This is an optimization exercise on Yosys and OpenROAD, whose aim is small area, not a production implementation.
The RTL was checked by simulation tests, not by an equivalence proof against the original design.
Power figures rest on the tool's default switching activity, not on a simulated workload.

==> flow/downsize.tcl <==
# After floorplan: give every combinational cell the smallest drive strength
# of its kind (same function and pins). Synthesis sized cells for a speed
# target; the design has ample slack, and the placement and CTS repair steps
# that follow size cells up again wherever slew, capacitance or timing need it.
# Registers keep their cells.
set db [ord::get_db]
set block [ord::get_db_block]
set swapped 0
set saved 0
foreach inst [$block getInsts] {
  set master [$inst getMaster]
  set name [$master getName]
  if {![regexp {^(sky130_fd_sc_hd__[a-z0-9]+)_([0-9]+)$} $name -> base drv]} { continue }
  if {[$master isSequential]} { continue }
  if {[regexp {__(df|edf|sdf|dl|conb|tap|fill|decap|clk)} $name]} { continue }
  set best $master
  foreach d {0 1 2 4 6 8 12 16} {
    set cand [$db findMaster ${base}_$d]
    if {$cand == "NULL"} { continue }
    if {[lsearch -exact $::env(DONT_USE_CELLS) [$cand getName]] >= 0} { continue }
    if {[$cand getWidth] < [$best getWidth]} { set best $cand }
  }
  if {$best != $master} {
    set saved [expr {$saved + ([$master getWidth] - [$best getWidth]) * [$master getHeight]}]
    $inst swapMaster $best
    incr swapped
  }
}
puts "downsize: swapped $swapped cells, area saved [expr {$saved / 1e6}] um2"
==> config.mk <==
export PLATFORM = sky130hd
export DESIGN_NAME = top_rx_surf
export DESIGN_NICKNAME = top_rx_surf
export VERILOG_FILES = /design/flow/design.v
export SDC_FILE = /design/flow/constraint.sdc
export NUM_CORES = 4
export LEC_CHECK = 0
export CAP_MARGIN = 20
export CORE_MARGIN = 2
export CORE_UTILIZATION = 40
export CTS_BUF_LIST = sky130_fd_sc_hd__clkbuf_4
export CTS_CLUSTER_DIAMETER = 100
export CTS_CLUSTER_SIZE = 30
export SLEW_MARGIN = 20
==> standard.sh <==
#!/bin/bash
# synth_recipe.tcl (not shown) runs the flow's synth.tcl, then flattens the netlist and writes it again
# the make line also repeats each setting of config.mk as NAME=value (left out here)
make -C /OpenROAD-flow-scripts/flow DESIGN_CONFIG=/design/flow/config.mk WORK_HOME=/design/flow/orfs CLKGATE_MAP_FILE= SYNTH_SCRIPT=/design/flow/synth_recipe.tcl "${@:-finish}"
==> design.v <==
module uart_bps_1(clk, cnt_start, bps_sig, cnt_n);
  input clk;
  wire clk;
  input cnt_start;
  wire cnt_start;
  output bps_sig;
  wire bps_sig;
  output cnt_n;
  reg cnt_n;
  wire g0;
  wire g1;
  wire g10;
  wire g11;
  wire g12;
  wire g13;
  wire g14;
  wire g15;
  wire g16;
  wire g17;
  wire g18;
  wire g19;
  wire g2;
  wire g20;
  wire g21;
  wire g22;
  wire g23;
  wire g24;
  wire g25;
  wire g26;
  wire g27;
  wire g28;
  wire g29;
  wire g3;
  wire g30;
  wire g31;
  wire g32;
  wire g4;
  wire g5;
  wire g6;
  wire g7;
  wire g8;
  wire g9;
  wire [12:0] s;
  assign g4 = ~(s[8] | s[9]);
  assign g3 = s[10] | s[11];
  assign g2 = g4 & ~(g3);
  assign g1 = s[5] | s[2];
  assign g0 = cnt_n | ~(s[4]);
  assign g32 = ~(s[6] & s[3]);
  assign g18 = g32 | g0;
  assign g19 = g18 | g1;
  assign bps_sig = g2 & ~(g19);
  assign g20 = s[11] & s[9];
  assign g21 = ~(s[7] & s[10]);
  assign g22 = g20 & ~(g21);
  assign g23 = ~(s[1] & s[12]);
  assign g24 = s[6] | s[4];
  assign g25 = g24 | g1;
  assign g26 = g25 | g23;
  assign g27 = g26 | ~(g22);
  assign g28 = ~(g27 & cnt_start);
  assign g17 = s[2] & ~(g28);
  assign g16 = g28 | s[1];
  assign g15 = g28 | cnt_n;
  assign g29 = ~(s[1] ^ s[12]);
  assign g30 = ~(s[4] ^ cnt_n);
  assign g31 = g30 ^ g29;
  assign g14 = ~(g31 | g28);
  assign g13 = s[10] & ~(g28);
  assign g12 = g28 | s[9];
  assign g11 = g28 | s[8];
  assign g10 = g28 | s[7];
  assign g9 = s[6] & ~(g28);
  assign g8 = g28 | s[5];
  assign g7 = g28 | s[4];
  assign g6 = g28 | s[3];
  assign g5 = g28 | s[11];
  always @(posedge clk)
    cnt_n <= g14;
  reg g68;
  always @(posedge clk)
    g68 <= g15;
  assign s[1] = g68;
  reg g69;
  always @(posedge clk)
    g69 <= g16;
  assign s[2] = g69;
  reg g70;
  always @(posedge clk)
    g70 <= g17;
  assign s[3] = g70;
  reg g71;
  always @(posedge clk)
    g71 <= g5;
  assign s[12] = g71;
  reg g72;
  always @(posedge clk)
    g72 <= g6;
  assign s[4] = g72;
  reg g73;
  always @(posedge clk)
    g73 <= g7;
  assign s[5] = g73;
  reg g74;
  always @(posedge clk)
    g74 <= g8;
  assign s[6] = g74;
  reg g75;
  always @(posedge clk)
    g75 <= g9;
  assign s[7] = g75;
  reg g76;
  always @(posedge clk)
    g76 <= g10;
  assign s[8] = g76;
  reg g77;
  always @(posedge clk)
    g77 <= g11;
  assign s[9] = g77;
  reg g78;
  always @(posedge clk)
    g78 <= g12;
  assign s[10] = g78;
  reg g79;
  always @(posedge clk)
    g79 <= g13;
  assign s[11] = g79;
  assign s[0] = cnt_n;
endmodule
module uart_receive_1(clk, rst_n, clk_bps, data_rx, rx_int, data_tx, shift);
  input clk;
  wire clk;
  input rst_n;
  wire rst_n;
  input clk_bps;
  wire clk_bps;
  input data_rx;
  wire data_rx;
  output rx_int;
  reg rx_int;
  output [7:0] data_tx;
  reg [7:0] data_tx;
  output shift;
  wire shift;
  wire g0;
  wire g1;
  wire g10;
  wire g11;
  wire g12;
  wire g13;
  wire g14;
  wire g15;
  wire g16;
  wire g17;
  wire g18;
  wire g19;
  wire g2;
  wire g20;
  wire g21;
  wire g22;
  wire g23;
  wire g24;
  wire g25;
  wire g26;
  wire g27;
  wire g28;
  wire g29;
  wire g3;
  wire g4;
  wire g5;
  wire g6;
  wire g7;
  wire g8;
  wire g9;
  reg [3:0] num;
  reg [1:0] rx;
  assign g16 = clk_bps & ~(num[3]);
  assign g17 = num[0] & ~(g16);
  assign shift = clk_bps & ~(g17);
  assign g18 = num[1] & num[0];
  assign g19 = ~(g18 | clk_bps);
  assign g20 = num[1] & ~(g19);
  assign g21 = ~rx_int;
  assign g22 = g19 & num[2];
  assign g23 = g22 | g21;
  assign g11 = g23 | g20;
  assign g24 = num[1] & ~(clk_bps);
  assign g25 = rx_int & ~(g24);
  assign g26 = ~(clk_bps & num[0]);
  assign g10 = ~(g26 & g25);
  assign g27 = ~(g16 ^ num[0]);
  assign g9 = g25 & ~(g27);
  assign g8 = shift ? data_tx[7] : data_tx[6];
  assign g7 = shift ? data_tx[6] : data_tx[5];
  assign g6 = shift ? data_tx[5] : data_tx[4];
  assign g5 = shift ? data_rx : data_tx[7];
  assign g4 = shift ? data_tx[4] : data_tx[3];
  assign g28 = rx_int & ~(g18);
  assign g29 = rx[1] & ~(rx[0]);
  assign g3 = g29 | g28;
  assign g12 = shift ? data_tx[3] : data_tx[2];
  assign g13 = shift ? data_tx[2] : data_tx[1];
  assign g14 = shift ? data_tx[1] : data_tx[0];
  assign g0 = num[2] | ~(clk_bps);
  assign g1 = g19 & ~(num[3]);
  assign g2 = g0 & ~(g1);
  assign g15 = g2 | g21;
  always @(posedge clk)
    num[2] <= g11;
  always @(posedge clk)
    data_tx[1] <= g13;
  always @(posedge clk)
    data_tx[2] <= g12;
  always @(posedge clk, negedge rst_n)
    if (!rst_n) rx[0] <= 1'h1;
    else rx[0] <= data_rx;
  always @(posedge clk, negedge rst_n)
    if (!rst_n) rx_int <= 1'h0;
    else rx_int <= g3;
  always @(posedge clk)
    data_tx[3] <= g4;
  always @(posedge clk)
    data_tx[7] <= g5;
  always @(posedge clk)
    data_tx[4] <= g6;
  always @(posedge clk)
    data_tx[5] <= g7;
  always @(posedge clk)
    data_tx[6] <= g8;
  always @(posedge clk)
    num[0] <= g9;
  always @(posedge clk, negedge rst_n)
    if (!rst_n) rx[1] <= 1'h1;
    else rx[1] <= rx[0];
  always @(posedge clk)
    num[3] <= g15;
  always @(posedge clk)
    num[1] <= g10;
  always @(posedge clk)
    data_tx[0] <= g14;
endmodule
module surf_internet_rx(clk, rst_n, data_rx, shift, rx_int, cnt_b1, flag_en_1, addr_daohang_data, data_rx_end_internet);
  input clk;
  wire clk;
  input rst_n;
  wire rst_n;
  input [7:0] data_rx;
  wire [7:0] data_rx;
  input shift;
  wire shift;
  input rx_int;
  wire rx_int;
  input cnt_b1;
  wire cnt_b1;
  output flag_en_1;
  wire flag_en_1;
  output [7:0] addr_daohang_data;
  reg [7:0] addr_daohang_data;
  output [12:0] data_rx_end_internet;
  wire [12:0] data_rx_end_internet;
  reg [5:0] cnt_1;
  reg [6:0] count;
  reg [7:0] count_1;
  reg [3:0] d0;
  wire [3:0] d1;
  reg [3:0] direction;
  wire g0;
  wire g1;
  wire g10;
  wire g100;
  wire g101;
  wire g102;
  wire g103;
  wire g104;
  wire g105;
  wire g106;
  wire g107;
  wire g108;
  wire g109;
  wire g11;
  wire g110;
  wire g111;
  wire g112;
  wire g113;
  wire g114;
  wire g115;
  wire g116;
  wire g117;
  wire g118;
  wire g119;
  wire g12;
  wire g120;
  wire g121;
  wire g122;
  wire g123;
  wire g124;
  wire g125;
  wire g126;
  wire g127;
  wire g128;
  wire g129;
  wire g13;
  wire g130;
  wire g131;
  wire g132;
  wire g133;
  wire g134;
  wire g135;
  wire g136;
  wire g137;
  wire g138;
  wire g139;
  wire g14;
  wire g140;
  wire g141;
  wire g142;
  wire g143;
  wire g144;
  wire g145;
  wire g146;
  wire g147;
  wire g148;
  wire g149;
  wire g15;
  wire g150;
  wire g151;
  wire g152;
  wire g153;
  wire g154;
  wire g155;
  wire g156;
  wire g157;
  wire g158;
  wire g159;
  wire g16;
  wire g160;
  wire g161;
  wire g162;
  wire g163;
  wire g164;
  wire g165;
  wire g166;
  wire g167;
  wire g168;
  wire g169;
  wire g17;
  wire g170;
  wire g171;
  wire g172;
  wire g173;
  wire g174;
  wire g175;
  wire g176;
  wire g177;
  wire g178;
  wire g179;
  wire g18;
  wire g180;
  wire g181;
  wire g182;
  wire g183;
  wire g184;
  wire g185;
  wire g186;
  wire g187;
  wire g188;
  wire g189;
  wire g19;
  wire g190;
  wire g191;
  wire g192;
  wire g193;
  wire g194;
  wire g195;
  wire g196;
  wire g197;
  wire g198;
  wire g199;
  wire g2;
  wire g20;
  wire g200;
  wire g201;
  wire g202;
  wire g203;
  wire g204;
  wire g205;
  wire g206;
  wire g207;
  wire g208;
  wire g209;
  wire g21;
  wire g210;
  wire g211;
  wire g212;
  wire g213;
  wire g214;
  wire g215;
  wire g216;
  wire g217;
  wire g218;
  wire g219;
  wire g22;
  wire g220;
  wire g221;
  wire g222;
  wire g223;
  wire g224;
  wire g225;
  wire g226;
  wire g227;
  wire g228;
  wire g229;
  wire g23;
  wire g230;
  wire g231;
  wire g232;
  wire g233;
  wire g234;
  wire g235;
  wire g236;
  wire g237;
  wire g238;
  wire g239;
  wire g24;
  wire g240;
  wire g241;
  wire g242;
  wire g243;
  wire g244;
  wire g245;
  wire g246;
  wire g247;
  wire g248;
  wire g249;
  wire g25;
  wire g250;
  wire g251;
  wire g252;
  wire g253;
  wire g254;
  wire g255;
  wire g256;
  wire g257;
  wire g258;
  wire g259;
  wire g26;
  wire g260;
  wire g261;
  wire g262;
  wire g263;
  wire g264;
  wire g265;
  wire g266;
  wire g267;
  wire g268;
  wire g269;
  wire g27;
  wire g270;
  wire g271;
  wire g272;
  wire g273;
  wire g274;
  wire g275;
  wire g276;
  wire g277;
  wire g278;
  wire g279;
  wire g28;
  wire g280;
  wire g281;
  wire g282;
  wire g283;
  wire g284;
  wire g285;
  wire g286;
  wire g287;
  wire g288;
  wire g289;
  wire g29;
  wire g290;
  wire g291;
  wire g292;
  wire g293;
  wire g294;
  wire g295;
  wire g296;
  wire g297;
  wire g298;
  wire g299;
  wire g3;
  wire g30;
  wire g300;
  wire g301;
  wire g302;
  wire g303;
  wire g304;
  wire g305;
  wire g306;
  wire g307;
  wire g308;
  wire g309;
  wire g31;
  wire g310;
  wire g311;
  wire g312;
  wire g313;
  wire g314;
  wire g315;
  wire g316;
  wire g317;
  wire g318;
  wire g319;
  wire g32;
  wire g320;
  wire g321;
  wire g322;
  wire g323;
  wire g324;
  wire g325;
  wire g326;
  wire g327;
  wire g328;
  wire g329;
  wire g33;
  wire g330;
  wire g331;
  wire g332;
  wire g333;
  wire g334;
  wire g335;
  wire g336;
  wire g337;
  wire g338;
  wire g339;
  wire g34;
  wire g340;
  wire g341;
  wire g342;
  wire g343;
  wire g344;
  wire g345;
  wire g346;
  wire g347;
  wire g348;
  wire g349;
  wire g35;
  wire g350;
  wire g351;
  wire g352;
  wire g353;
  wire g354;
  wire g355;
  wire g356;
  wire g357;
  wire g358;
  wire g359;
  wire g36;
  wire g360;
  wire g361;
  wire g362;
  wire g363;
  wire g364;
  wire g365;
  wire g366;
  wire g367;
  wire g368;
  wire g369;
  wire g37;
  wire g370;
  wire g371;
  wire g372;
  wire g373;
  wire g374;
  wire g375;
  wire g376;
  wire g377;
  wire g378;
  wire g379;
  wire g38;
  wire g380;
  wire g381;
  wire g382;
  wire g383;
  wire g384;
  wire g385;
  wire g386;
  wire g387;
  wire g388;
  wire g389;
  wire g39;
  wire g390;
  wire g391;
  wire g392;
  wire g393;
  wire g394;
  wire g395;
  wire g396;
  wire g397;
  wire g398;
  wire g399;
  wire g4;
  wire g40;
  wire g400;
  wire g401;
  wire g402;
  wire g403;
  wire g404;
  wire g405;
  wire g406;
  wire g407;
  wire g408;
  wire g409;
  wire g41;
  wire g410;
  wire g411;
  wire g412;
  wire g413;
  wire g414;
  wire g415;
  wire g416;
  wire g417;
  wire g418;
  wire g419;
  wire g42;
  wire g420;
  wire g421;
  wire g422;
  wire g423;
  wire g424;
  wire g425;
  wire g426;
  wire g427;
  wire g428;
  wire g429;
  wire g43;
  wire g430;
  wire g431;
  wire g432;
  wire g433;
  wire g434;
  wire g435;
  wire g436;
  wire g437;
  wire g438;
  wire g439;
  wire g44;
  wire g440;
  wire g441;
  wire g442;
  wire g443;
  wire g444;
  wire g445;
  wire g446;
  wire g447;
  wire g448;
  wire g449;
  wire g45;
  wire g450;
  wire g451;
  wire g452;
  wire g453;
  wire g454;
  wire g455;
  wire g456;
  wire g457;
  wire g458;
  wire g459;
  wire g46;
  wire g460;
  wire g461;
  wire g462;
  wire g463;
  wire g464;
  wire g465;
  wire g466;
  wire g467;
  wire g468;
  wire g469;
  wire g47;
  wire g470;
  wire g471;
  wire g472;
  wire g473;
  wire g474;
  wire g475;
  wire g476;
  wire g477;
  wire g478;
  wire g479;
  wire g48;
  wire g480;
  wire g481;
  wire g482;
  wire g483;
  wire g484;
  wire g485;
  wire g486;
  wire g487;
  wire g488;
  wire g489;
  wire g49;
  wire g490;
  wire g491;
  wire g492;
  wire g493;
  wire g494;
  wire g495;
  wire g496;
  wire g497;
  wire g498;
  wire g499;
  wire g5;
  wire g50;
  wire g500;
  wire g501;
  wire g502;
  wire g503;
  wire g504;
  wire g505;
  wire g506;
  wire g507;
  wire g508;
  wire g509;
  wire g51;
  wire g510;
  wire g511;
  wire g512;
  wire g513;
  wire g514;
  wire g515;
  wire g516;
  wire g517;
  wire g518;
  wire g519;
  wire g52;
  wire g520;
  wire g521;
  wire g522;
  wire g523;
  wire g524;
  wire g525;
  wire g526;
  wire g527;
  wire g528;
  wire g529;
  wire g53;
  wire g530;
  wire g531;
  wire g532;
  wire g533;
  wire g54;
  wire g55;
  wire g56;
  wire g57;
  wire g58;
  wire g59;
  wire g6;
  wire g60;
  wire g61;
  wire g62;
  wire g63;
  wire g64;
  wire g65;
  wire g66;
  wire g67;
  wire g68;
  wire g69;
  wire g7;
  wire g70;
  wire g71;
  wire g72;
  wire g73;
  wire g74;
  wire g75;
  wire g76;
  wire g77;
  wire g78;
  wire g79;
  wire g8;
  wire g80;
  wire g81;
  wire g82;
  wire g83;
  wire g84;
  wire g85;
  wire g86;
  wire g87;
  wire g88;
  wire g89;
  wire g9;
  wire g90;
  wire g91;
  wire g92;
  wire g93;
  wire g94;
  wire g95;
  wire g96;
  wire g97;
  wire g98;
  wire g99;
  reg m1;
  reg m2;
  wire [3:0] n1;
  reg [3:0] n2;
  reg nege;
  reg nege1;
  reg [5:0] num;
  reg [5:0] num_1;
  reg pk1_comma;
  reg pk_comma;
  reg pk_digit;
  reg [3:0] pk_nib;
  reg [3:0] s1;
  reg [3:0] s2;
  reg timeout;
  reg timeout_1;
  reg [2:0] tmr;
  reg two;
  reg valid;
  assign g461 = g458 & ~(g460);
  assign g462 = g461 ^ data_rx[2];
  assign g463 = s2[3] & ~(g458);
  assign g464 = g463 ^ g529;
  assign g465 = g283 | ~(g287);
  assign g466 = g94 & ~(g288);
  assign g467 = g459 & ~(g466);
  assign g468 = g465 & ~(g467);
  assign g469 = g468 ^ g520;
  assign g470 = g469 | g464;
  assign g471 = g470 | g462;
  assign g472 = g457 & ~(g471);
  assign g473 = g472 & ~(g448);
  assign g349 = g473 | g441;
  assign g474 = count[6] ^ count[2];
  assign g475 = g18 & ~(g474);
  assign g476 = count[0] & ~(g16);
  assign g348 = g476 | g475;
  assign g347 = g43 ? pk_nib[3] : d0[3];
  assign g346 = g43 ? pk_nib[0] : d0[0];
  assign g477 = num_1[3] & ~(g429);
  assign g478 = num_1[2] & ~(g431);
  assign g345 = g478 | g477;
  assign g479 = cnt_1[4] & ~(g271);
  assign g480 = cnt_1[5] & ~(g268);
  assign g344 = g480 | g479;
  assign g481 = num_1[2] & ~(g429);
  assign g482 = num_1[1] & ~(g431);
  assign g343 = g482 | g481;
  assign g342 = g45 ? direction[3] : data_rx_end_internet[3];
  assign g483 = valid & ~(shift);
  assign g341 = g483 | nege;
  assign g484 = num_1[1] & ~(g429);
  assign g485 = num_1[0] & ~(g431);
  assign g340 = g485 | g484;
  assign g486 = num_1[5] & ~(g429);
  assign g487 = num_1[4] & ~(g431);
  assign g339 = g487 | g486;
  assign g488 = num_1[0] & ~(g429);
  assign g489 = num_1[2] & num_1[1];
  assign g490 = ~(num_1[4] & num_1[3]);
  assign g491 = g489 & ~(g490);
  assign g492 = num_1[0] & ~(g491);
  assign g493 = g492 ^ num_1[5];
  assign g494 = ~(g493 | g431);
  assign g338 = g494 | g488;
  assign g495 = num[3] & ~(g245);
  assign g497 = num[2] & ~(g247);
  assign g337 = g497 | g495;
  assign g498 = g443 & g289;
  assign g336 = g284 ? g498 : s2[3];
  assign g499 = num[2] & ~(g245);
  assign g500 = num[1] & ~(g247);
  assign g335 = g500 | g499;
  assign g501 = count_1[7] & ~(g40);
  assign g502 = g42 & count_1[6];
  assign g334 = g502 | g501;
  assign g503 = num[1] & ~(g245);
  assign g504 = num[0] & ~(g247);
  assign g333 = g504 | g503;
  assign g505 = num[0] & ~(g245);
  assign g506 = num[2] & num[1];
  assign g507 = ~(num[4] & num[3]);
  assign g508 = g506 & ~(g507);
  assign g509 = num[0] & ~(g508);
  assign g510 = g509 ^ num[5];
  assign g511 = ~(g510 | g247);
  assign g332 = g511 | g505;
  assign g331 = g240 ? pk_nib[3] : n1[3];
  always @(posedge clk, negedge rst_n)
    if (!rst_n) direction[2] <= 1'h0;
    else direction[2] <= g420;
  always @(posedge clk, negedge rst_n)
    if (!rst_n) n2[0] <= 1'h1;
    else n2[0] <= g421;
  always @(posedge clk, negedge rst_n)
    if (!rst_n) n2[1] <= 1'h1;
    else n2[1] <= g422;
  always @(posedge clk, negedge rst_n)
    if (!rst_n) n2[2] <= 1'h1;
    else n2[2] <= g423;
  always @(posedge clk, negedge rst_n)
    if (!rst_n) m2 <= 1'h0;
    else m2 <= g349;
  always @(posedge clk)
    count[1] <= g350;
  always @(posedge clk)
    num[3] <= g337;
  always @(posedge clk)
    count[2] <= g351;
  always @(posedge clk)
    num[0] <= g332;
  always @(posedge clk)
    count[3] <= g352;
  always @(posedge clk)
    num_1[0] <= g338;
  always @(posedge clk)
    pk_nib[3] <= g353;
  always @(posedge clk)
    count[4] <= g354;
  always @(posedge clk)
    count_1[7] <= g334;
  always @(posedge clk)
    num_1[4] <= g355;
  always @(posedge clk, negedge rst_n)
    if (!rst_n) num_1[5] <= 1'h1;
    else num_1[5] <= g339;
  always @(posedge clk, negedge rst_n)
    if (!rst_n) m1 <= 1'h0;
    else m1 <= g356;
  always @(posedge clk)
    tmr[2] <= g357;
  always @(posedge clk)
    num_1[1] <= g340;
  always @(posedge clk)
    count[6] <= g358;
  reg g1089;
  always @(posedge clk, negedge rst_n)
    if (!rst_n) g1089 <= 1'h1;
    else g1089 <= g331;
  assign n1[3] = g1089;
  always @(posedge clk)
    count[5] <= g359;
  always @(posedge clk, negedge rst_n)
    if (!rst_n) valid <= 1'h0;
    else valid <= g341;
  always @(posedge clk, negedge rst_n)
    if (!rst_n) addr_daohang_data[7] <= 1'h0;
    else addr_daohang_data[7] <= g360;
  always @(posedge clk)
    count_1[0] <= g361;
  reg g1094;
  always @(posedge clk, negedge rst_n)
    if (!rst_n) g1094 <= 1'h0;
    else g1094 <= g342;
  assign data_rx_end_internet[3] = g1094;
  always @(posedge clk)
    count_1[1] <= g362;
  always @(posedge clk)
    num_1[2] <= g343;
  always @(posedge clk)
    count_1[2] <= g363;
  always @(posedge clk)
    num[2] <= g335;
  always @(posedge clk)
    count_1[3] <= g364;
  always @(posedge clk, negedge rst_n)
    if (!rst_n) cnt_1[5] <= 1'h0;
    else cnt_1[5] <= g344;
  always @(posedge clk)
    count_1[4] <= g365;
  always @(posedge clk)
    num_1[3] <= g345;
  always @(posedge clk)
    count_1[5] <= g366;
  always @(posedge clk)
    num[1] <= g333;
  always @(posedge clk)
    count_1[6] <= g367;
  always @(posedge clk, negedge rst_n)
    if (!rst_n) d0[0] <= 1'h0;
    else d0[0] <= g346;
  always @(posedge clk, negedge rst_n)
    if (!rst_n) d0[1] <= 1'h0;
    else d0[1] <= g368;
  always @(posedge clk, negedge rst_n)
    if (!rst_n) d0[2] <= 1'h0;
    else d0[2] <= g369;
  reg g1109;
  always @(posedge clk, negedge rst_n)
    if (!rst_n) g1109 <= 1'h0;
    else g1109 <= g370;
  assign data_rx_end_internet[0] = g1109;
  always @(posedge clk, negedge rst_n)
    if (!rst_n) pk1_comma <= 1'h0;
    else pk1_comma <= g371;
  reg g1111;
  always @(posedge clk, negedge rst_n)
    if (!rst_n) g1111 <= 1'h0;
    else g1111 <= g372;
  assign data_rx_end_internet[1] = g1111;
  reg g1112;
  always @(posedge clk, negedge rst_n)
    if (!rst_n) g1112 <= 1'h0;
    else g1112 <= g373;
  assign data_rx_end_internet[2] = g1112;
  reg g1113;
  always @(posedge clk, negedge rst_n)
    if (!rst_n) g1113 <= 1'h0;
    else g1113 <= g374;
  assign d1[0] = g1113;
  always @(posedge clk, negedge rst_n)
    if (!rst_n) pk_digit <= 1'h0;
    else pk_digit <= g375;
  always @(posedge clk)
    num[4] <= g376;
  always @(posedge clk, negedge rst_n)
    if (!rst_n) d0[3] <= 1'h0;
    else d0[3] <= g347;
  reg g1117;
  always @(posedge clk, negedge rst_n)
    if (!rst_n) g1117 <= 1'h0;
    else g1117 <= g377;
  assign data_rx_end_internet[5] = g1117;
  reg g1118;
  always @(posedge clk, negedge rst_n)
    if (!rst_n) g1118 <= 1'h0;
    else g1118 <= g378;
  assign data_rx_end_internet[6] = g1118;
  reg g1119;
  always @(posedge clk, negedge rst_n)
    if (!rst_n) g1119 <= 1'h0;
    else g1119 <= g379;
  assign data_rx_end_internet[7] = g1119;
  reg g1120;
  always @(posedge clk, negedge rst_n)
    if (!rst_n) g1120 <= 1'h0;
    else g1120 <= g380;
  assign data_rx_end_internet[8] = g1120;
  reg g1121;
  always @(posedge clk, negedge rst_n)
    if (!rst_n) g1121 <= 1'h0;
    else g1121 <= g381;
  assign data_rx_end_internet[9] = g1121;
  reg g1122;
  always @(posedge clk, negedge rst_n)
    if (!rst_n) g1122 <= 1'h0;
    else g1122 <= g382;
  assign data_rx_end_internet[10] = g1122;
  reg g1123;
  always @(posedge clk, negedge rst_n)
    if (!rst_n) g1123 <= 1'h0;
    else g1123 <= g383;
  assign data_rx_end_internet[11] = g1123;
  always @(posedge clk, negedge rst_n)
    if (!rst_n) s1[0] <= 1'h0;
    else s1[0] <= g384;
  always @(posedge clk, negedge rst_n)
    if (!rst_n) n2[3] <= 1'h1;
    else n2[3] <= g385;
  always @(posedge clk, negedge rst_n)
    if (!rst_n) s1[1] <= 1'h0;
    else s1[1] <= g386;
  always @(posedge clk, negedge rst_n)
    if (!rst_n) s1[2] <= 1'h0;
    else s1[2] <= g387;
  always @(posedge clk, negedge rst_n)
    if (!rst_n) timeout <= 1'h0;
    else timeout <= g388;
  always @(posedge clk, negedge rst_n)
    if (!rst_n) timeout_1 <= 1'h0;
    else timeout_1 <= g389;
  reg g1130;
  always @(posedge clk, negedge rst_n)
    if (!rst_n) g1130 <= 1'h0;
    else g1130 <= g390;
  assign data_rx_end_internet[12] = g1130;
  always @(posedge clk, negedge rst_n)
    if (!rst_n) pk_comma <= 1'h0;
    else pk_comma <= g391;
  always @(posedge clk, negedge rst_n)
    if (!rst_n) s1[3] <= 1'h0;
    else s1[3] <= g392;
  always @(posedge clk, negedge rst_n)
    if (!rst_n) addr_daohang_data[0] <= 1'h0;
    else addr_daohang_data[0] <= g393;
  always @(posedge clk, negedge rst_n)
    if (!rst_n) addr_daohang_data[1] <= 1'h0;
    else addr_daohang_data[1] <= g394;
  always @(posedge clk, negedge rst_n)
    if (!rst_n) addr_daohang_data[2] <= 1'h0;
    else addr_daohang_data[2] <= g395;
  always @(posedge clk, negedge rst_n)
    if (!rst_n) addr_daohang_data[3] <= 1'h0;
    else addr_daohang_data[3] <= g396;
  always @(posedge clk, negedge rst_n)
    if (!rst_n) addr_daohang_data[4] <= 1'h0;
    else addr_daohang_data[4] <= g397;
  always @(posedge clk, negedge rst_n)
    if (!rst_n) addr_daohang_data[5] <= 1'h0;
    else addr_daohang_data[5] <= g398;
  always @(posedge clk, negedge rst_n)
    if (!rst_n) addr_daohang_data[6] <= 1'h0;
    else addr_daohang_data[6] <= g399;
  always @(posedge clk)
    tmr[0] <= g400;
  always @(posedge clk)
    count[0] <= g348;
  always @(posedge clk)
    tmr[1] <= g401;
  always @(posedge clk, negedge rst_n)
    if (!rst_n) nege <= 1'h0;
    else nege <= g496;
  always @(posedge clk, negedge rst_n)
    if (!rst_n) s2[3] <= 1'h0;
    else s2[3] <= g336;
  always @(posedge clk)
    two <= g413;
  always @(posedge clk)
    pk_nib[0] <= g402;
  always @(posedge clk)
    pk_nib[1] <= g403;
  always @(posedge clk)
    pk_nib[2] <= g404;
  reg g1149;
  always @(posedge clk, negedge rst_n)
    if (!rst_n) g1149 <= 1'h1;
    else g1149 <= g405;
  assign n1[1] = g1149;
  reg g1150;
  always @(posedge clk, negedge rst_n)
    if (!rst_n) g1150 <= 1'h0;
    else g1150 <= g406;
  assign d1[2] = g1150;
  always @(posedge clk, negedge rst_n)
    if (!rst_n) cnt_1[0] <= 1'h0;
    else cnt_1[0] <= g407;
  always @(posedge clk, negedge rst_n)
    if (!rst_n) num[5] <= 1'h1;
    else num[5] <= g408;
  always @(posedge clk)
    nege1 <= nege;
  always @(posedge clk, negedge rst_n)
    if (!rst_n) cnt_1[1] <= 1'h0;
    else cnt_1[1] <= g409;
  always @(posedge clk, negedge rst_n)
    if (!rst_n) direction[3] <= 1'h0;
    else direction[3] <= g410;
  always @(posedge clk, negedge rst_n)
    if (!rst_n) cnt_1[2] <= 1'h0;
    else cnt_1[2] <= g411;
  always @(posedge clk, negedge rst_n)
    if (!rst_n) cnt_1[3] <= 1'h0;
    else cnt_1[3] <= g412;
  always @(posedge clk, negedge rst_n)
    if (!rst_n) cnt_1[4] <= 1'h0;
    else cnt_1[4] <= g414;
  always @(posedge clk, negedge rst_n)
    if (!rst_n) s2[0] <= 1'h0;
    else s2[0] <= g415;
  always @(posedge clk, negedge rst_n)
    if (!rst_n) s2[1] <= 1'h0;
    else s2[1] <= g416;
  always @(posedge clk, negedge rst_n)
    if (!rst_n) s2[2] <= 1'h0;
    else s2[2] <= g417;
  always @(posedge clk, negedge rst_n)
    if (!rst_n) direction[0] <= 1'h0;
    else direction[0] <= g418;
  always @(posedge clk, negedge rst_n)
    if (!rst_n) direction[1] <= 1'h0;
    else direction[1] <= g419;
  assign g330 = cnt_1[1] & cnt_1[0];
  assign g329 = ~(g330 & cnt_1[2]);
  assign flag_en_1 = cnt_1[5] & ~(g329);
  assign g328 = ~num[3];
  assign g327 = num[4] | num[5];
  assign g326 = g328 & ~(g327);
  assign g325 = num[0] & ~(num[1]);
  assign g324 = g325 & num[2];
  assign g323 = ~(g324 & g326);
  assign g413 = pk_comma & ~(g323);
  assign g496 = cnt_b1 & ~(rx_int);
  assign g322 = ~(count[6] & count[2]);
  assign g321 = ~(count[5] & count[3]);
  assign g320 = ~(nege1 & pk_digit);
  assign g319 = g320 | g321;
  assign g318 = g319 | g322;
  assign g317 = num[0] | ~(num[1]);
  assign g316 = g317 | num[2];
  assign g315 = g316 | g318;
  assign g314 = g327 | g328;
  assign g313 = ~(g314 | g315);
  assign g423 = g313 ? pk_nib[2] : n2[2];
  assign g422 = g313 ? pk_nib[1] : n2[1];
  assign g421 = g313 ? pk_nib[0] : n2[0];
  assign g312 = nege & ~(count_1[5]);
  assign g311 = count_1[7] | ~(pk_digit);
  assign g310 = g312 & ~(g311);
  assign g309 = ~(count_1[2] & count_1[6]);
  assign g308 = ~(count_1[1] | count_1[0]);
  assign g307 = ~(count_1[4] | count_1[3]);
  assign g306 = ~(g307 & g308);
  assign g305 = g306 | g309;
  assign g304 = g310 & ~(g305);
  assign g303 = direction[2] & ~(g304);
  assign g302 = num_1[1] | ~(num_1[0]);
  assign g301 = g302 | ~(pk_nib[2]);
  assign g300 = num_1[4] | num_1[3];
  assign g299 = g300 | num_1[5];
  assign g298 = g299 | num_1[2];
  assign g297 = g304 & ~(g298);
  assign g296 = g297 & ~(g301);
  assign g420 = g296 | g303;
  assign g295 = direction[1] & ~(g304);
  assign g294 = g302 | ~(pk_nib[1]);
  assign g293 = g297 & ~(g294);
  assign g419 = g293 | g295;
  assign g292 = direction[0] & ~(g304);
  assign g291 = g302 | ~(pk_nib[0]);
  assign g290 = g297 & ~(g291);
  assign g418 = g290 | g292;
  assign g289 = m2 & nege;
  assign g288 = s2[1] & s2[0];
  assign g287 = ~(g288 | s2[2]);
  assign g286 = s2[3] & ~(g287);
  assign g285 = ~(g286 | g289);
  assign g284 = s2[2] & s2[0];
  assign g283 = ~(s2[3] | s2[1]);
  assign g282 = g283 | ~(g284);
  assign g281 = g282 & ~(g287);
  assign g417 = g285 ? s2[2] : g281;
  assign g280 = s2[0] & ~(g285);
  assign g279 = s2[1] & ~(g280);
  assign g278 = s2[1] | ~(s2[0]);
  assign g277 = s2[3] & s2[2];
  assign g276 = ~(g277 | g278);
  assign g275 = g276 & ~(g285);
  assign g416 = g275 | g279;
  assign g415 = ~(g285 ^ s2[0]);
  assign g274 = num_1[0] | ~(num_1[1]);
  assign g273 = ~(g274 | g298);
  assign g272 = cnt_1[3] & ~(g329);
  assign g271 = g272 | ~(g273);
  assign g270 = g302 | ~(num_1[2]);
  assign g269 = ~(g270 | g299);
  assign g268 = g269 | ~(g271);
  assign g267 = cnt_1[4] & ~(g268);
  assign g266 = cnt_1[3] & ~(g271);
  assign g414 = g266 | g267;
  assign g265 = g273 | cnt_1[3];
  assign g264 = g273 & ~(cnt_1[2]);
  assign g263 = g264 | g269;
  assign g412 = g265 & ~(g263);
  assign g262 = cnt_1[2] & ~(g268);
  assign g261 = cnt_1[1] & ~(g271);
  assign g411 = g261 | g262;
  assign g260 = direction[3] & ~(g304);
  assign g259 = g302 | ~(pk_nib[3]);
  assign g258 = g297 & ~(g259);
  assign g410 = g258 | g260;
  assign g257 = cnt_1[1] & ~(g268);
  assign g256 = cnt_1[0] & ~(g271);
  assign g409 = g256 | g257;
  assign g255 = s1[2] & s1[3];
  assign g254 = s1[1] | s1[0];
  assign g253 = g255 & ~(g254);
  assign g252 = ~(g253 | nege);
  assign g251 = timeout & ~(g252);
  assign g250 = s1[1] & s1[0];
  assign g249 = s1[2] | ~(s1[3]);
  assign g248 = g250 & ~(g249);
  assign g247 = g248 | ~(g251);
  assign g246 = num[4] & ~(g247);
  assign g245 = g248 | g251;
  assign g244 = num[5] & ~(g245);
  assign g408 = g244 | g246;
  assign g243 = ~cnt_1[0];
  assign g242 = ~(g271 | cnt_1[5]);
  assign g241 = cnt_1[0] & ~(g269);
  assign g407 = g242 ? g243 : g241;
  assign g240 = ~(g318 | g323);
  assign g406 = g240 ? pk_nib[2] : d1[2];
  assign g405 = g240 ? pk_nib[1] : n1[1];
  assign g239 = timeout & valid;
  assign g404 = g239 ? data_rx[2] : pk_nib[2];
  assign g403 = g239 ? data_rx[1] : pk_nib[1];
  assign g402 = g239 ? data_rx[0] : pk_nib[0];
  assign g238 = ~(n1[1] ^ pk_nib[1]);
  assign g237 = d1[2] ^ pk_nib[2];
  assign g236 = g238 & ~(g237);
  assign g235 = d1[0] ^ pk_nib[0];
  assign g234 = pk_nib[3] ^ n1[3];
  assign g233 = g234 | g235;
  assign g232 = g236 & ~(g233);
  assign g231 = g232 | ~(g240);
  assign g230 = ~(tmr[1] ^ tmr[0]);
  assign g401 = g231 & ~(g230);
  assign g229 = tmr[1] | tmr[2];
  assign g228 = g229 & ~(tmr[0]);
  assign g400 = g228 | ~(g231);
  assign g227 = flag_en_1 & addr_daohang_data[0];
  assign g226 = g227 & addr_daohang_data[1];
  assign g225 = g226 & addr_daohang_data[2];
  assign g224 = g225 & addr_daohang_data[3];
  assign g223 = g224 & addr_daohang_data[4];
  assign g222 = g223 & addr_daohang_data[5];
  assign g399 = g222 ^ addr_daohang_data[6];
  assign g398 = g223 ^ addr_daohang_data[5];
  assign g397 = g224 ^ addr_daohang_data[4];
  assign g396 = g225 ^ addr_daohang_data[3];
  assign g395 = g226 ^ addr_daohang_data[2];
  assign g394 = g227 ^ addr_daohang_data[1];
  assign g393 = flag_en_1 ^ addr_daohang_data[0];
  assign g221 = g254 & ~(g250);
  assign g220 = g221 | ~(g255);
  assign g219 = ~(m1 & nege);
  assign g218 = ~(s1[2] | s1[1]);
  assign g217 = s1[3] & ~(g218);
  assign g216 = g219 & ~(g217);
  assign g215 = g250 & ~(g216);
  assign g214 = ~(g215 & s1[2]);
  assign g213 = g214 & ~(s1[3]);
  assign g392 = g220 & ~(g213);
  assign g212 = data_rx[3] & data_rx[2];
  assign g211 = data_rx[4] | ~(data_rx[5]);
  assign g210 = g212 & ~(g211);
  assign g209 = data_rx[7] | data_rx[6];
  assign g208 = data_rx[1] | data_rx[0];
  assign g207 = g208 | g209;
  assign g206 = g210 & ~(g207);
  assign g391 = g239 ? g206 : pk_comma;
  assign g205 = n1[3] & ~(n1[1]);
  assign g204 = d0[2] ^ d0[0];
  assign g203 = d1[2] & d0[1];
  assign g202 = n1[1] & ~(n1[3]);
  assign g201 = g202 & d0[0];
  assign g200 = ~(d1[2] | d0[1]);
  assign g199 = g201 & ~(g200);
  assign g198 = ~(g199 | g203);
  assign g197 = g204 & ~(g198);
  assign g196 = g198 & ~(g204);
  assign g195 = ~(g196 | g197);
  assign g194 = g195 ^ g205;
  assign g193 = ~g194;
  assign g192 = d0[2] & d0[0];
  assign g191 = d0[3] ^ d0[1];
  assign g190 = g191 ^ g192;
  assign g189 = ~(g197 | g205);
  assign g188 = ~(g189 | g196);
  assign g187 = g188 & g190;
  assign g186 = d0[3] & d0[1];
  assign g185 = ~(g186 ^ d0[2]);
  assign g184 = g191 & g192;
  assign g183 = ~(g185 | g184);
  assign g182 = g187 ? g185 : g183;
  assign g181 = g182 & ~(g193);
  assign g180 = ~(g203 | g200);
  assign g179 = ~(g180 ^ g201);
  assign g178 = g188 ^ g190;
  assign g177 = g178 & ~(g179);
  assign g176 = ~(g178 ^ g179);
  assign g175 = g202 ^ d0[0];
  assign g174 = d1[0] & ~(g179);
  assign g173 = ~(g174 & g175);
  assign g172 = ~g175;
  assign g171 = g172 & ~(g174);
  assign g170 = g194 & ~(g171);
  assign g169 = g173 & ~(g170);
  assign g168 = g176 & ~(g169);
  assign g167 = ~(g168 | g177);
  assign g166 = g193 & ~(g182);
  assign g165 = ~(g166 | g167);
  assign g164 = ~(g165 | g181);
  assign g163 = g183 & ~(g187);
  assign g162 = d0[2] & ~(g163);
  assign g161 = ~(g162 ^ d0[3]);
  assign g160 = g178 & ~(g161);
  assign g159 = g178 | ~(g161);
  assign g158 = g159 & ~(g160);
  assign g157 = ~(g158 ^ g164);
  assign g156 = ~two;
  assign g155 = g173 & ~(g171);
  assign g154 = g155 ^ g194;
  assign g153 = n2[1] & d1[0];
  assign g152 = ~(g153 | n2[2]);
  assign g151 = ~(g153 & n2[2]);
  assign g150 = g151 & ~(g175);
  assign g149 = ~(g150 | g152);
  assign g148 = g149 & n2[3];
  assign g147 = g149 | n2[3];
  assign g146 = ~d1[0];
  assign g145 = g179 ^ g146;
  assign g144 = g145 & g147;
  assign g143 = g144 | g148;
  assign g142 = g143 & g154;
  assign g141 = ~(g169 ^ g176);
  assign g140 = g141 & g142;
  assign g139 = ~(g181 | g166);
  assign g138 = g139 ^ g167;
  assign g137 = g138 & ~(g140);
  assign g136 = g156 & ~(g137);
  assign g135 = g140 & ~(g138);
  assign g134 = g136 & ~(g135);
  assign g133 = g134 & g157;
  assign g132 = g147 & ~(g148);
  assign g131 = g132 ^ g145;
  assign g130 = two ? g194 : g131;
  assign g129 = g151 & ~(g152);
  assign g128 = g129 ^ g172;
  assign g127 = two ? g179 : g128;
  assign g126 = g127 & ~(g130);
  assign g125 = g143 ^ g154;
  assign g124 = two ? g178 : g125;
  assign g123 = g124 | ~(g126);
  assign g122 = g141 ^ g142;
  assign g121 = two ? g182 : g122;
  assign g120 = ~(g121 & g123);
  assign g119 = g120 | ~(g133);
  assign g118 = g164 & ~(g160);
  assign g117 = g118 | ~(g159);
  assign g116 = g117 ^ g182;
  assign g115 = g156 & ~(g116);
  assign g114 = ~tmr[2];
  assign g113 = tmr[1] & tmr[0];
  assign g112 = g113 & ~(g114);
  assign g111 = g112 | g323;
  assign g110 = g111 | g115;
  assign g109 = g119 & ~(g110);
  assign g108 = ~(g135 ^ g157);
  assign g107 = g108 | two;
  assign g106 = n2[1] ^ d1[0];
  assign g105 = two ? g175 : g106;
  assign g104 = g126 & ~(g105);
  assign g103 = g124 & ~(g104);
  assign g102 = g103 | g121;
  assign g101 = two & ~(g161);
  assign g100 = g101 | g134;
  assign g99 = g100 | g102;
  assign g98 = g107 & ~(g99);
  assign g97 = g109 & ~(g98);
  assign g96 = data_rx_end_internet[12] & ~(g97);
  assign g95 = g109 & ~(g107);
  assign g390 = g95 | g96;
  assign g94 = s2[1] | s2[0];
  assign g93 = g277 & ~(g94);
  assign g92 = count_1[4] & count_1[3];
  assign g91 = g92 & g308;
  assign g90 = timeout_1 & ~(g91);
  assign g389 = g90 | g93;
  assign g89 = count[1] & count[0];
  assign g88 = ~(count[4] & count[5]);
  assign g87 = g89 & ~(g88);
  assign g86 = timeout & ~(g87);
  assign g388 = g86 | g248;
  assign g85 = ~g253;
  assign g84 = ~s1[2];
  assign g83 = g215 ^ g84;
  assign g387 = g85 & ~(g83);
  assign g82 = s1[0] & ~(g216);
  assign g386 = g82 ^ s1[1];
  assign g385 = g313 ? pk_nib[3] : n2[3];
  assign g81 = g216 ^ s1[0];
  assign g384 = g85 & ~(g81);
  assign g383 = g97 ? g100 : data_rx_end_internet[11];
  assign g80 = two ? d1[0] : n2[0];
  assign g79 = g80 & g105;
  assign g78 = g127 & ~(g79);
  assign g77 = g130 & ~(g78);
  assign g76 = ~(g77 & g124);
  assign g75 = g133 & ~(g76);
  assign g74 = g75 ^ g121;
  assign g382 = g97 ? g74 : data_rx_end_internet[10];
  assign g73 = data_rx_end_internet[9] & ~(g97);
  assign g72 = g80 | g105;
  assign g71 = g127 & ~(g72);
  assign g70 = g130 & ~(g71);
  assign g69 = ~(g70 | g124);
  assign g68 = g69 & ~(g121);
  assign g67 = g68 | ~(g133);
  assign g66 = ~(g67 | g78);
  assign g65 = g66 & g130;
  assign g64 = g65 | g124;
  assign g63 = g75 | ~(g97);
  assign g62 = g64 & ~(g63);
  assign g381 = g62 | g73;
  assign g61 = g66 ^ g130;
  assign g380 = g97 ? g61 : data_rx_end_internet[8];
  assign g60 = g67 | g79;
  assign g59 = g60 ^ g127;
  assign g379 = g97 ? g59 : data_rx_end_internet[7];
  assign g58 = g80 & ~(g67);
  assign g57 = g58 ^ g105;
  assign g378 = g97 ? g57 : data_rx_end_internet[6];
  assign g56 = ~(g67 ^ g80);
  assign g377 = g97 ? g56 : data_rx_end_internet[5];
  assign g55 = num[4] & ~(g245);
  assign g54 = num[3] & ~(g247);
  assign g376 = g54 | g55;
  assign g53 = pk_digit & ~(g239);
  assign g52 = data_rx[2] | data_rx[1];
  assign g51 = ~(g52 & data_rx[3]);
  assign g50 = ~(data_rx[5] & valid);
  assign g49 = ~(data_rx[4] & timeout);
  assign g48 = g49 | g209;
  assign g47 = g48 | g50;
  assign g46 = g51 & ~(g47);
  assign g375 = g46 | g53;
  assign g374 = g240 ? pk_nib[0] : d1[0];
  assign g45 = g273 & ~(g97);
  assign g373 = g45 ? direction[2] : data_rx_end_internet[2];
  assign g372 = g45 ? direction[1] : data_rx_end_internet[1];
  assign g44 = ~(timeout_1 & valid);
  assign g371 = g44 ? pk1_comma : g206;
  assign g370 = g45 ? direction[0] : data_rx_end_internet[0];
  assign g43 = g326 & ~(g315);
  assign g369 = g43 ? pk_nib[2] : d0[2];
  assign g368 = g43 ? pk_nib[1] : d0[1];
  assign g42 = nege & pk1_comma;
  assign g41 = count_1[5] | ~(g42);
  assign g40 = g42 | g93;
  assign g39 = ~(g40 | count_1[6]);
  assign g367 = g41 & ~(g39);
  assign g38 = count_1[5] & ~(g40);
  assign g37 = g42 & count_1[4];
  assign g366 = g37 | g38;
  assign g36 = count_1[4] & ~(g40);
  assign g35 = g42 & count_1[3];
  assign g365 = g35 | g36;
  assign g34 = count_1[3] & ~(g40);
  assign g33 = g42 & count_1[2];
  assign g364 = g33 | g34;
  assign g32 = g40 | count_1[2];
  assign g31 = g42 & ~(count_1[1]);
  assign g363 = g32 & ~(g31);
  assign g30 = count_1[1] & ~(g40);
  assign g29 = g42 & count_1[0];
  assign g362 = g29 | g30;
  assign g28 = count_1[0] & ~(g40);
  assign g27 = ~(count_1[5] & count_1[1]);
  assign g26 = g27 | g309;
  assign g25 = g92 & ~(g26);
  assign g24 = count_1[0] ^ count_1[6];
  assign g23 = g24 | g25;
  assign g22 = count_1[7] ^ count_1[1];
  assign g21 = g22 ^ g23;
  assign g20 = g42 & ~(g21);
  assign g361 = g20 | g28;
  assign g19 = g222 & addr_daohang_data[6];
  assign g360 = g19 ^ addr_daohang_data[7];
  assign g18 = pk_comma & nege;
  assign g17 = count[4] | ~(g18);
  assign g16 = g18 | g248;
  assign g15 = ~(g16 | count[5]);
  assign g359 = g17 & ~(g15);
  assign g14 = g16 | count[6];
  assign g13 = g18 & ~(count[5]);
  assign g358 = g14 & ~(g13);
  assign g12 = g113 ^ g114;
  assign g357 = g231 & ~(g12);
  assign g11 = m1 & ~(valid);
  assign g10 = g221 | s1[2];
  assign g9 = s1[0] & ~(s1[1]);
  assign g8 = g9 & ~(g84);
  assign g7 = g8 | s1[3];
  assign g6 = g7 | ~(g10);
  assign g5 = g6 ^ data_rx[0];
  assign g4 = s1[3] & ~(g9);
  assign g3 = ~(s1[3] | s1[1]);
  assign g2 = g3 | s1[2];
  assign g1 = ~(g2 | g4);
  assign g0 = g1 & ~(data_rx[4]);
  assign g533 = s1[3] | s1[0];
  assign g532 = g218 ^ data_rx[2];
  assign g531 = g532 ^ g533;
  assign g530 = g531 | g0;
  assign g529 = ~data_rx[6];
  assign g528 = ~(g249 | s1[1]);
  assign g527 = g529 & ~(g528);
  assign g526 = g9 & ~(g255);
  assign g525 = g526 ^ data_rx[3];
  assign g524 = g525 | g527;
  assign g523 = g528 & ~(g529);
  assign g522 = g523 | g524;
  assign g521 = g522 | g530;
  assign g520 = ~data_rx[1];
  assign g519 = g218 | s1[3];
  assign g518 = g519 | ~(g221);
  assign g517 = g518 & ~(g528);
  assign g516 = g517 ^ g520;
  assign g515 = data_rx[4] & ~(g1);
  assign g514 = g50 | data_rx[7];
  assign g513 = g514 | g515;
  assign g512 = g513 | g516;
  assign g424 = g512 | g521;
  assign g425 = g5 & ~(g424);
  assign g356 = g425 | g11;
  assign g426 = g277 & ~(g278);
  assign g427 = g426 | nege;
  assign g428 = ~(g427 & timeout_1);
  assign g429 = g93 | ~(g428);
  assign g430 = num_1[4] & ~(g429);
  assign g431 = g428 | g93;
  assign g432 = num_1[3] & ~(g431);
  assign g355 = g432 | g430;
  assign g433 = count[4] & ~(g16);
  assign g434 = g18 & count[3];
  assign g354 = g434 | g433;
  assign g353 = g239 ? data_rx[3] : pk_nib[3];
  assign g435 = g16 | count[3];
  assign g436 = g18 & ~(count[2]);
  assign g352 = g435 & ~(g436);
  assign g437 = g16 | count[2];
  assign g438 = g18 & ~(count[1]);
  assign g351 = g437 & ~(g438);
  assign g439 = count[1] & ~(g16);
  assign g440 = g18 & count[0];
  assign g350 = g440 | g439;
  assign g441 = m2 & ~(valid);
  assign g442 = ~(s2[2] | s2[0]);
  assign g443 = s2[1] & ~(s2[3]);
  assign g444 = g443 | g442;
  assign g445 = ~(s2[3] | s2[2]);
  assign g446 = g445 ^ data_rx[3];
  assign g447 = g446 ^ g444;
  assign g448 = g447 | g514;
  assign g449 = g278 | ~(s2[2]);
  assign g450 = g442 | s2[3];
  assign g451 = g449 & ~(g450);
  assign g452 = g451 ^ data_rx[0];
  assign g453 = ~(g442 & s2[1]);
  assign g454 = ~(g449 | s2[3]);
  assign g455 = g454 | ~(g453);
  assign g456 = g455 ^ data_rx[4];
  assign g457 = ~(g456 | g452);
  assign g458 = ~(g94 & g287);
  assign g459 = s2[2] & ~(s2[3]);
  assign g460 = g459 & ~(s2[0]);
  assign { n1[2], n1[0] } = { d1[2], d1[0] };
  assign data_rx_end_internet[4] = 1'h1;
endmodule
module top_rx_surf(
	input 			clk,
	input 			rst_n,
	input 			data_rx,
	output			flag_en_1,
	output [7:0]	addr_daohang_data,
	output [12:0]	data_rx_end_internet
    );
	wire	[7:0]	data_tx;
	wire			rx_int, clk_bps, cnt_b1, shift;
surf_internet_rx u_surf_internet_rx (
    .clk(clk),
    .rst_n(rst_n),
    .data_rx(data_tx),
    .shift(shift),
    .rx_int(rx_int),
    .cnt_b1(cnt_b1),
	.flag_en_1(flag_en_1),
	.addr_daohang_data(addr_daohang_data),
    .data_rx_end_internet(data_rx_end_internet)
    );
uart_bps_1 u_uart_bps_1 (
    .clk(clk),
    .cnt_start(rx_int),
    .bps_sig(clk_bps),
    .cnt_n(cnt_b1)
    );
uart_receive_1 u_uart_receive_1 (
    .clk(clk),
    .rst_n(rst_n),
    .clk_bps(clk_bps),
    .data_rx(data_rx),
    .rx_int(rx_int),
    .data_tx(data_tx),
    .shift(shift)
    );
endmodule
==> flow/run.sh <==
#!/bin/bash
# Layout flow: the standard flow (standard.sh: ORFS with the standard
# synthesis), with these changes to how the layout is made:
#  - the port buffers are the smallest buffer (buf_1) instead of the cell
#    buffer_ports picks by itself;
#  - clock tree synthesis inserts no dummy loads;
#  - after floorplan, combinational cells get their smallest drive strength
#    (flow/downsize.tcl); the later repair steps size up where needed.
# Each step's tool output is in orfs/logs/; make's output goes to flow.log.
set -euo pipefail
cd "$(dirname "$0")/.."
bash standard.sh \
  BUFFER_PORTS_ARGS="-buffer_cell sky130_fd_sc_hd__buf_1" \
  CTS_ARGS="-sink_clustering_enable -repair_clock_nets -sink_clustering_size 20 -sink_clustering_max_diameter 100 -buf_list {sky130_fd_sc_hd__clkbuf_2 sky130_fd_sc_hd__clkbuf_4} -dont_use_dummy_load" \
  POST_FLOORPLAN_TCL="$PWD/flow/downsize.tcl" \
  finish > flow.log 2>&1
==> constraint.sdc <==
create_clock -name core_clock -period 10.0 [get_ports {clk}]
set_input_delay 2.0000 -clock core_clock [delete_from_list [all_inputs] [get_ports {clk}]]
set_output_delay 2.0000 -clock core_clock [all_outputs]
set_load 0.01 [all_outputs]
==> flow_metrics.py <==
metrics = {
    "outcome": {
        "status": "finished clean",
    },
    "timing": {
        "finalHoldViolCount": 0,
        "tns_ps": 0,
        "maxSlewHeadroom": 0.455,
        "rsz0062_at_grt": "no",
        "fmax_ghz": 0.183,
        "worst_hold_slack_ps": 371,
        "fin_skew_ps": 29.9,
        "setup_viol": 0,
        "min_period_ps": 5460,
        "worst_pin_slew_ps": 817,
        "final_max_slew_viol_count": 0,
        "finalCritPeriodShare": 0.546,
    },
    "global_route": {
        "grt_pass1_wl_um": 18800,
        "grt_max_degree": 65,
        "globalRouteOverflowTotal": 0,
        "first_global_vias": 4110,
        "antenna_found_initial": 0,
        "grt_usage": 0.143,
    },
    "setup_path": {
        "worstPathArrival_ps": 5860,
        "cp_top_family": "adder cells",
        "rrSetupSlack_ps": 4540,
        "slowest_stage": "o211ai_1",
        "start_kind": "flop",
        "path_depth": 18,
        "path_buf_inv": 4,
        "end_kind": "flop",
        "path_common_cell": "fa_1",
        "rr_worst_depth": 18,
        "cp_cell_sequence": "nor2b_1 > ha_1 > inv_1 > fa_1 > inv_1 > fa_1 > inv_1 > fa_1 > fa_1 > inv_1 > fa_1 > fa_1 > a21boi_0 > nor4_1 > o32ai_1 > o211ai_1 > nor2b_1 > mux2_1",
        "cp_max_fo": 11,
        "max_stage_delay_ps": 670,
        "critical_path_class": "flop to flop",
        "cp.required_ps": 10400,
    },
    "routing": {
        "vias": 4091,
        "drc": 0,
        "drt_iter0_markers": 187,
        "viasPerCell": 5.20,
        "first_pass_iters": 4,
        "ant_nets": 0,
        "post_drt_wl_per_cell_um": 13.7,
        "routed_wirelength_um": 10800,
    },
    "clock_network": {
        "postCtsSetupRepairBufs": 0,
        "cts_buffer_depth": 2,
        "clock_sinks": 123,
        "numCtsBuffers": 17,
        "htreeDepth": 4,
        "post_cts_resized": 0,
        "holdBufCountCts": 0,
        "root_buffer": "clkbuf_4",
        "cts_tree": "built",
        "insertion_delay_ps": 520,
        "clk_pin_slew_worst_paths_ps": 100,
    },
    "layout": {
        "nNetsFinal": 644,
        "finalNonFillerCells": 786,
        "n_antenna_cell": 0,
        "fin_area_mm2": 0.00630,
        "drive_gt1_frac": 0.0936,
        "nFillCells": 1432,
        "area_growth_pct": 3.64,
    },
    "die": {
        "ioPinCount": 25,
        "rows": 45,
        "die_w_um": 127,
        "coreArea_mm2": 0.0150,
        "start_util": 0.405,
        "die_height_um": 127,
        "die_area_mm2": 0.0162,
    },
    "yosys": {
        "synth_area_leader_cell": "dfrtp_1",
        "seq_area_frac_synth": 0.479,
        "synth_edf_count": 12,
        "ys_ff_latch": 123,
        "netlist_area_mm2": 0.00608,
        "syn_nets": 631,
        "netlist_instances": 587,
        "yosysWarnings": 3,
        "syn_avg_cell_area_um2": 10.4,
        "synthTopCellsByArea": "dfrtp_1 (22%), dfxtp_1 (15%), ha_1 (6.8%)",
        "synth_cell_types": 62,
        "synth_ff_type": "dfrtp_1",
        "synth_top_area_frac": 0.222,
        "synthArstFlopShare": 0.520,
    },
    "placed_design": {
        "dpl_cell_area_mm2": 0.00618,
        "gp_congestion": 0.858,
        "dp_cells": 769,
        "dp_hpwl_um": 7840,
        "port_buffers": 23,
    },
    "pwr": {
        "comb_power_share": 0.067,
        "p_leak_uw": 0.00278,
        "p_seq_frac": 0.659,
        "p_int_uw": 641,
        "pwr_density_cell_mw_per_mm2": 133,
        "swShare": 0.235,
        "switchingPower_uw": 197,
        "clockPowerShare": 0.274,
        "irDropWorstVdd_v": 0.000126,
    },
    "job": {
        "cap_violations": 0,
    },
    "min_path": {
        "min_path_type": "flop to flop",
        "holdPathStages": 0,
    },
}
[kinds of logic after synthesis]
| group | synth area share |
|---|---|
| AOI/OAI and AO/OA | 0.127 |
| buffers and inverters | 0.0518 |
| DFF | 0.479 |
| other | 0.000617 |
| muxes | 0.0549 |
| xor gates and xnor gates | 0.0346 |
| and+or+nand+nor | 0.157 |
| adders and majority gates | 0.0942 |
[cell type report]
type | instances | area, um2 | area share
Inverter | 37 | 139 | 0.0220
Clock buffer | 17 | 128 | 0.0202
Tap cell | 188 | 235 | 0.0373
Timing Repair Buffer | 24 | 95.1 | 0.0151
Sequential cell | 123 | 2920 | 0.462
Multi-Input combinational cell | 397 | 2790 | 0.443
[per-stage QoR]
| stage | power, uW | worst slack [ps] | utilization |
|---|---|---|---|
| 2_1_floorplan | 601 | 5510 | - |
| 3_3_place_gp | 617 | 4750 | 0.411 |
| 3_5_place_dp | 621 | 4490 | 0.411 |
| 4_1_cts | 854 | 4510 | 0.419 |
| 5_1_grt | 886 | 4140 | 0.419 |
| 6_report | 839 | 4540 | 0.419 |
[state kept, by name, summed over array words and instances (netlist names), 4 cells and up]
register,count
u_surf_internet_rx.num,6
u_surf_internet_rx.count_1,8
u_surf_internet_rx.count,7
u_surf_internet_rx.direction,4
u_surf_internet_rx.d0,4
u_uart_receive_1.data_tx,8
u_surf_internet_rx.addr_daohang_data,8
u_surf_internet_rx.cnt_1,6
u_uart_receive_1.num,4
u_surf_internet_rx.num_1,6
u_surf_internet_rx.s1,4
u_surf_internet_rx.pk_nib,4
u_surf_internet_rx.n2,4
u_surf_internet_rx.s2,4
[cells in the final DEF (no fill, tap or decap), types with 8 or more instances in the layout]
master,count
dfstp_2,10
a22o_1,12
buf_1,22
dfrtp_1,54
o21ai_0,50
edfxtp_1,12
dfxtp_1,47
clkbuf_4,17
nor2_1,30
nand3_1,18
nor2b_1,8
nor3_1,10
fa_1,8
inv_1,37
xnor2_1,13
nand2b_1,13
nand2_1,59
a21oi_1,16
mux2_2,15
xor2_1,11
ha_1,33
[power by group through the flow]
stage | Clock, uW | Combinational, uW | Sequential [uW]
after CTS | 243 | 58.2 | 553
after global placement | 0 | 54.7 | 562
after detailed placement | 0 | 58.2 | 563
after floorplan | 0 | 44.2 | 556
after global routing | 263 | 66.1 | 557
final | 230 | 56.2 | 553
[per-layer routing]
layer,vias to the layer above,GRT usage,wire (um)
met5,-,0,0
met1,1949,0.183,5100
met3,17,0.0452,410
met4,0,0.0537,192
li1,2059,-,-
met2,66,0.226,5070
[path summary, 6_finish.rpt]
check                                         start                           to
setup / recovery           u_surf_internet_rx.g1089     u_surf_internet_rx.g1109
hold / removal               u_uart_receive_1.rx[0]       u_uart_receive_1.rx[1]
setup reg to reg           u_surf_internet_rx.g1089     u_surf_internet_rx.g1109
hold reg to reg              u_uart_receive_1.rx[0]       u_uart_receive_1.rx[1]
max in group asynchronous                     rst_n     u_surf_internet_rx.d0[1]
min in group asynchronous                     rst_n  u_surf_internet_rx.cnt_1[3]
[cell usage after synthesis, drive strengths merged (3+ instances only)]
library cell	instances
nor2b	8
buf	15
a22o	12
nor3b	3
xnor2	13
o21ai	50
o31ai	5
nor2	30
nand2b	13
clkbuf	15
dfstp	10
a21oi	16
nand4	4
nand3	18
fa	8
a31o	3
dfxtp	47
or2	7
ha	33
o32ai	3
nor4	3
nor4b	3
nor3	10
a21o	6
mux2i	6
o211ai	3
nand2	59
edfxtp	12
and2	6
and3	3
nand3b	5
xor2	11
a31oi	4
dfrtp	54
mux2	22
or4	4
inv	37

re-timing with driven ports:
No port has a modelled driver above. Below, the same layout with a new extraction and two added sets of constraints.
Step 1: set_driving_cell puts a clkbuf_16 on clk and a buf_2 on each other input, an assumption about the parent block.
Step 2 times the ports against the registers' clock, not the clock port: input delays grow and output delays shrink by t, the midpoint of the rising clock arrivals with the driver on.
a / b / c = ideal ports / drivers / drivers and shift; a / b = the first two.
shift t [ns]: 0.536
setup slack, ns: 4.538 / 4.538 / 4.538
worst register clock-pin slew, ns: 0.11 / 0.11
worst slew at a driven data input, ns: 0.03
pins driven straight from the clock port: 1
After both steps this run still meets setup and hold. The setup slack of this run moves by 0.000 ns with the drivers and by 0.000 ns with both steps.
